This is an optimization exercise on Yosys and OpenROAD, whose aim is small area, a short achievable clock period and few clock cycles, not a production implementation. Only simulation tests tie the RTL to the original design; equivalence was not proved. The flow treats the clock pin as an ideal source, which a real chip does not have. No activity file was given, so power comes from the tool's default toggle rates.

Setup of P:
==> flow/design.v <==
module apb_rd_aoi3 (
    input  wire        s0, s1, s2,
    input  wire [31:0] d0, d1, d2,
    output wire [31:0] y
);
    assign y = ~(({32{s0}} & d0) | ({32{s1}} & d1) | ({32{s2}} & d2));
endmodule
module apb_rd_nand4 (
    input  wire [31:0] a, b, c, d,
    output wire [31:0] y
);
    assign y = ~(a & b & c & d);
endmodule
module apb_rd_nor4 (
    input  wire [31:0] a, b, c, d,
    output wire [31:0] y
);
    assign y = ~(a | b | c | d);
endmodule
module apb_rd_nor2 (
    input  wire [31:0] a, b,
    output wire [31:0] y
);
    assign y = ~(a | b);
endmodule
module apb_rd_nand2 (
    input  wire [31:0] a, b,
    output wire [31:0] y
);
    assign y = ~(a & b);
endmodule
module apb_rd_and4 (
    input  wire [31:0] a, b, c, d,
    output wire [31:0] y
);
    assign y = a & b & c & d;
endmodule
module apb_system_top #(
    parameter ADDR_WIDTH = 32,
    parameter DATA_WIDTH = 32,
    parameter NUM_SLAVES = 3
)(
    input  wire                    pclk,
    input  wire                    presetn,
    input  wire                    transfer_req,
    input  wire [ADDR_WIDTH-1:0]   transfer_addr,
    input  wire [DATA_WIDTH-1:0]   transfer_wdata,
    input  wire                    transfer_write,
    output wire                    transfer_ready,
    output wire [DATA_WIDTH-1:0]   transfer_rdata,
    output wire                    transfer_error
);
    wire [3:0] slave  = transfer_addr[19:16];
    wire [5:0] word   = transfer_addr[7:2];
    wire       mapped = (slave[3:2] == 2'b00) && (slave[1:0] != 2'b11);
    wire       inwin  = (transfer_addr[31:20] == 12'h0) && (transfer_addr[15:8] == 8'h0);
    wire       hit    = mapped && inwin;
    wire       wr     = transfer_req && transfer_write && hit;
    reg        pw_valid;
    reg  [5:0] pw_word;
    reg  [1:0] pw_slave;
    reg [31:0] pw_data;
    always @(posedge pclk or negedge presetn)
        if (!presetn) pw_valid <= 1'b0;
        else          pw_valid <= wr;
    always @(posedge pclk) begin
        pw_word  <= word;
        pw_slave <= slave[1:0];
        pw_data  <= transfer_wdata;
    end
    wire byp = pw_valid && hit && word == pw_word && slave[1:0] == pw_slave;
    wire [31:0] wd0 = pw_data & {32{presetn}};
    wire [31:0] wd1 = pw_data | {32{!presetn}};
    wire [3:0] p0 = 4'b0001 << word[1:0];
    wire [3:0] p1 = 4'b0001 << word[3:2];
    wire [3:0] p2 = 4'b0001 << word[5:4];
    wire [3:0] sd = 4'b0001 << slave[1:0];
    wire [3:0] q0 = 4'b0001 << pw_word[1:0];
    wire [3:0] q1 = 4'b0001 << pw_word[3:2];
    wire [3:0] q2 = 4'b0001 << pw_word[5:4];
    wire [3:0] qs = {4{pw_valid}} & (4'b0001 << pw_slave);
    wire [64*32-1:0] ya;
    genvar s, w, b;
    generate
        for (w = 0; w < 64; w = w + 1) begin : g_w
            wire        wl  = p2[w/16] & p1[(w/4)%4] & p0[w%4];
            wire        wwl = q2[w/16] & q1[(w/4)%4] & q0[w%4];
            wire [2:0]  sel;
            wire [31:0] q [0:2];
            for (s = 0; s < 3; s = s + 1) begin : g_s
                localparam [31:0] INIT = (s << 24) + w;
                wire [31:0] wd;
                for (b = 0; b < 32; b = b + 1) begin : g_b
                    assign wd[b] = INIT[b] ? wd1[b] : wd0[b];
                end
                wire we = (qs[s] && wwl) || !presetn;
                reg [31:0] m;
                always @(posedge pclk)
                    if (we) m <= wd;
                assign q[s]   = m;
                assign sel[s] = sd[s] & wl;
            end
            apb_rd_aoi3 u_a (.s0(sel[0]), .s1(sel[1]), .s2(sel[2]),
                             .d0(q[0]), .d1(q[1]), .d2(q[2]), .y(ya[w*32 +: 32]));
        end
    endgenerate
    wire [16*32-1:0] yb;
    wire [8*32-1:0]  yc;
    wire [4*32-1:0]  yd;
    genvar k;
    generate
        for (k = 0; k < 16; k = k + 1) begin : g_b4
            apb_rd_and4 u_b (.a(ya[(4*k)*32 +: 32]), .b(ya[(4*k+1)*32 +: 32]),
                             .c(ya[(4*k+2)*32 +: 32]), .d(ya[(4*k+3)*32 +: 32]),
                             .y(yb[k*32 +: 32]));
        end
        for (k = 0; k < 8; k = k + 1) begin : g_c2
            apb_rd_nand2 u_c (.a(yb[(2*k)*32 +: 32]), .b(yb[(2*k+1)*32 +: 32]),
                              .y(yc[k*32 +: 32]));
        end
        for (k = 0; k < 4; k = k + 1) begin : g_d2
            apb_rd_nor2 u_d (.a(yc[(2*k)*32 +: 32]), .b(yc[(2*k+1)*32 +: 32]),
                             .y(yd[k*32 +: 32]));
        end
    endgenerate
    wire           hb = hit && !byp;
    reg [4*32-1:0] rd_n;
    reg            error_q;
    always @(posedge pclk) begin
        rd_n[0 +: 32]  <= ~(({32{hb}} & ~yd[0 +: 32]) | ({32{byp}} & pw_data)
                            | ((mapped && !inwin) ? 32'hDEADBEEF : 32'd0));
        rd_n[32 +: 32] <= ~({32{hb}} & ~yd[32 +: 32]);
        rd_n[64 +: 32] <= ~({32{hb}} & ~yd[64 +: 32]);
        rd_n[96 +: 32] <= ~({32{hb}} & ~yd[96 +: 32]);
        error_q <= !hit;
    end
    reg ready_q;
    always @(posedge pclk or negedge presetn)
        if (!presetn) ready_q <= 1'b0;
        else          ready_q <= 1'b1;
    assign transfer_ready = ready_q;
    assign transfer_rdata = ~(rd_n[0 +: 32] & rd_n[32 +: 32] & rd_n[64 +: 32] & rd_n[96 +: 32]);
    assign transfer_error = error_q;
endmodule
==> flow/config.mk <==
export PLATFORM = sky130hd
export DESIGN_NAME = apb_system_top
export DESIGN_NICKNAME = apb_system_top
export VERILOG_FILES = /design/flow/design.v
export SDC_FILE = /design/flow/constraint.sdc
export NUM_CORES = 8
export LEC_CHECK = 0
export CAP_MARGIN = 30
export CORE_MARGIN = 2
export CORE_UTILIZATION = 60
export CTS_BUF_LIST = sky130_fd_sc_hd__clkbuf_16
export CTS_CLUSTER_DIAMETER = 100
export CTS_CLUSTER_SIZE = 25
export SETUP_SLACK_MARGIN = 3.0
export SLEW_MARGIN = 50
export SYNTH_HIERARCHICAL = 1
export SYNTH_MINIMUM_KEEP_SIZE = 0
export TNS_END_PERCENT = 10
==> flow/constraint.sdc <==
create_clock -name core_clock -period 6.0 [get_ports {pclk}]
set_input_delay 1.2000 -clock core_clock [delete_from_list [all_inputs] [get_ports {pclk}]]
set_output_delay 1.2000 -clock core_clock [all_outputs]
set_load 0.01 [all_outputs]
standard.sh (not shown) runs the stock make flow with config.mk's settings and CLKGATE_MAP_FILE= SYNTH_SCRIPT=/design/flow/synth_recipe.tcl, a recipe that flattens the netlist after the stock synthesis.
==> flow/flow/run.sh <==
#!/bin/bash
# Layout flow: the standard layout, with one extra step after clock tree
# synthesis: the cells on the slowest paths are sized (other drive strengths
# of the same cell, no new cells and no logic change) by a greedy search on
# placement parasitics, in two rounds, each followed by legalization. The
# standard flow then continues from global routing to the finished layout.
set -euo pipefail
W=$(pwd)
R=$W/orfs/results/${FLOW_PLATFORM}/apb_system_top/base
bash standard.sh "$R/4_cts.odb" > "$W/std_pass1.log" 2>&1
cp "$R/4_cts.odb" "$W/cts_pass1.odb"
ECO_IN="$W/cts_pass1.odb" ECO_SDC="$R/4_cts.sdc" ECO_OUT="$R/4_cts.odb" \
  GS_TCL="$W/flow/gsize.tcl" GS_ROUNDS="8 3" GS_PATHS=64 \
  PLATFORM_DIR="$FLOW_HOME/platforms/$FLOW_PLATFORM" \
  openroad -no_init -exit "$W/flow/ctsgs.tcl" > "$W/ctsgs.log" 2>&1
rm -f "$W/cts_pass1.odb"
bash standard.sh finish > "$W/std_pass2.log" 2>&1
==> flow/flow/gsize.tcl <==
# Greedy sizing of the cells on the slowest paths: for each cell on the
# worst path, try the other drive strengths of its footprint and keep the one
# that gives the best worst slack. Repeats until no change helps.
proc gs_variants {master {iname ""}} {
  if {![regexp {^(.*)_([0-9]+)$} $master -> base n]} { return {} }
  # A port buffer (the flow may have made it a delay cell) may become a
  # plain buffer.
  if {[regexp {^(input|output)[0-9]+$} $iname]
      && [regexp {__(buf|clkbuf|clkdlybuf4s[0-9]+|dlygate4sd[0-9]|dlymetal6s[0-9]s)$} $base]} {
    return {sky130_fd_sc_hd__buf_1 sky130_fd_sc_hd__buf_2 sky130_fd_sc_hd__buf_4
            sky130_fd_sc_hd__buf_6 sky130_fd_sc_hd__buf_8 sky130_fd_sc_hd__buf_12}
  }
  set out {}
  foreach c [get_lib_cells */${base}_*] {
    set nm [get_name $c]
    if {[regexp {^[0-9]+$} [string range $nm [string length ${base}_] end]]} { lappend out $nm }
  }
  return $out
}
proc gs_dontuse {name} {
  return [regexp {probe|lpflow|clkdly|dlygate|dlymetal} $name]
}
proc gs_ep_slack {ep} {
  return [get_property $ep slack_max]
}
proc gs_run {max_iter npaths} {
  set block [ord::get_db_block]
  for {set it 0} {$it < $max_iter} {incr it} {
    set changed 0
    set paths [find_timing_paths -path_delay max -group_path_count $npaths -sort_by_slack]
    set work {}
    foreach path $paths {
      set ep [get_full_name [get_property $path endpoint]]
      set insts {}
      foreach pt [get_property $path points] {
        set pin [get_property $pt pin]
        if {[get_property $pin is_port]} continue
        lappend insts [get_full_name [$pin instance]]
      }
      lappend work [list $ep $insts]
    }
    unset paths
    foreach item $work {
      lassign $item ep insts
      set epobj [get_pins -quiet $ep]
      if {$epobj eq ""} { set epobj [get_ports $ep] }
      foreach iname $insts {
        set dbi [$block findInst $iname]
        if {$dbi eq "NULL"} continue
        set cur [[$dbi getMaster] getName]
        if {[gs_dontuse $cur] && ![regexp {^(input|output)[0-9]+$} $iname]} continue
        if {[regexp {clkbuf|clkinv|tapvpwr|fill|decap} $cur]} continue
        set best $cur
        set bestep [gs_ep_slack $epobj]
        set bestws [sta::worst_slack_cmd max]
        set hold0 [expr {min(0.0, [sta::worst_slack_cmd min])}]
        foreach v [gs_variants $cur $iname] {
          if {$v eq $cur || [gs_dontuse $v]} continue
          replace_cell $iname $v
          set e [gs_ep_slack $epobj]
          set w [sta::worst_slack_cmd max]
          if {$e > $bestep + 0.002 && $w >= $bestws - 0.0005 && [sta::worst_slack_cmd min] >= $hold0} { set best $v; set bestep $e; set bestws $w }
        }
        if {[[[$block findInst $iname] getMaster] getName] ne $best} { replace_cell $iname $best }
        if {$best ne $cur} { incr changed }
      }
    }
    puts "gsize iter $it: changed $changed, worst slack [sta::worst_slack_cmd max]"
    if {$changed == 0} break
  }
}
Other scripts of this flow, unchanged in this note and not shown: flow/flow/ctsgs.tcl
P has completed all stages; timing, DRC and antenna checks passed.
Testbench counts of P, summed over its fixed seeds: cycles 4,800.
Inputs modified between P and Q:
- SETUP_SLACK_MARGIN now 2.8, was 3.0
--- a/flow/flow/gsize.tcl
+++ b/flow/flow/gsize.tcl
@@ -3,11 +3,4 @@
 # that gives the best worst slack. Repeats until no change helps.
-proc gs_variants {master {iname ""}} {
+proc gs_variants {master} {
   if {![regexp {^(.*)_([0-9]+)$} $master -> base n]} { return {} }
-  # A port buffer (the flow may have made it a delay cell) may become a
-  # plain buffer.
-  if {[regexp {^(input|output)[0-9]+$} $iname]
-      && [regexp {__(buf|clkbuf|clkdlybuf4s[0-9]+|dlygate4sd[0-9]|dlymetal6s[0-9]s)$} $base]} {
-    return {sky130_fd_sc_hd__buf_1 sky130_fd_sc_hd__buf_2 sky130_fd_sc_hd__buf_4
-            sky130_fd_sc_hd__buf_6 sky130_fd_sc_hd__buf_8 sky130_fd_sc_hd__buf_12}
-  }
   set out {}
@@ -15,3 +8,3 @@
     set nm [get_name $c]
-    if {[regexp {^[0-9]+$} [string range $nm [string length ${base}_] end]]} { lappend out $nm }
+    if {[regexp "^${base}_\[0-9\]+\$" $nm]} { lappend out $nm }
   }
@@ -50,3 +43,3 @@
         set cur [[$dbi getMaster] getName]
-        if {[gs_dontuse $cur] && ![regexp {^(input|output)[0-9]+$} $iname]} continue
+        if {[gs_dontuse $cur]} continue
         if {[regexp {clkbuf|clkinv|tapvpwr|fill|decap} $cur]} continue
@@ -55,4 +48,3 @@
         set bestws [sta::worst_slack_cmd max]
-        set hold0 [expr {min(0.0, [sta::worst_slack_cmd min])}]
-        foreach v [gs_variants $cur $iname] {
+        foreach v [gs_variants $cur] {
           if {$v eq $cur || [gs_dontuse $v]} continue
@@ -61,3 +53,3 @@
           set w [sta::worst_slack_cmd max]
-          if {$e > $bestep + 0.002 && $w >= $bestws - 0.0005 && [sta::worst_slack_cmd min] >= $hold0} { set best $v; set bestep $e; set bestws $w }
+          if {$e > $bestep + 0.002 && $w >= $bestws - 0.0005} { set best $v; set bestep $e; set bestws $w }
         }
Results
For Q and P, there was not a single run that failed to finish clean.
Critical-path cell with the highest stage delay: sky130_fd_sc_hd__dfxtp_4 -> P, sky130_fd_sc_hd__a222oi_1 -> Q
Compared with P, in Q proportion of cell area occupied by multi-input gates has increased; layout-stage area growth over the synthesis result has decreased; non-clock buffer count has decreased; initial antenna violation count has increased.
For R, these inputs were changed with respect to Q:
- a change of SETUP_SLACK_MARGIN from 2.8 to 3.0
- a change of TNS_END_PERCENT from 10 to 30
Results
There was hardly any difference in power share of the clock group between Q and R. On fraction of area in multi-input gates, R and Q are neck and neck. [compare] base=Q new=R: switching fraction of total power stayed essentially flat; maximum clock skew at final layout rose by 3.8 ps; fraction of area in non-clock buffers rose by 0.62 points. R — via count of the first global-routing pass 537 higher, Q as reference. Status: power per unit of standard cell area parity (R, Q).
> inputs changed (R -> S)
- TNS_END_PERCENT changed from 30 to 20
Results
Across both runs, worst setup slack was higher for S than for R.
R → S: total wire length after detailed routing held, area growth from synthesis to layout held, power held, design area held, total inserted antenna cells went down 5.
On detailed-routed wire length on met2, S and R are neck and neck.
Share of the cycle needed by the critical path after routing of S is on par with R.

## re-timing with driven ports
The flow's constraints put no driver on any port. The routed layouts listed below were extracted and timed again, unchanged, in two steps. Step 1 assumes that a clkbuf_16 drives the clock port and a buf_2 every other input. Step 2 also shifts input and output timing later by t, the mid clock arrival at the registers, as if the neighbouring blocks saw the same clock. Three values: ideal, step 1, step 2; two values: the first two.
run	t (ns)	setup slack, ns	worst setup path after step 2	latest minus earliest clock arrival (ns)	worst data-port slew with drivers (ns)
P	1.063	2.608 / 2.506 / 1.920	input to register	0.045 / 0.046	0.19
Q	1.069	2.695 / 2.601 / 1.678	input to register	0.043 / 0.043	0.15
R	1.076	2.866 / 2.755 / 1.908	input to register	0.041 / 0.040	0.20
S	1.075	2.873 / 2.769 / 1.845	input to register	0.040 / 0.040	0.20
After both steps every run listed still meets setup and hold. The setup slack of S, which loses most, moves by -0.104 ns with the drivers and by -1.028 ns with both steps.
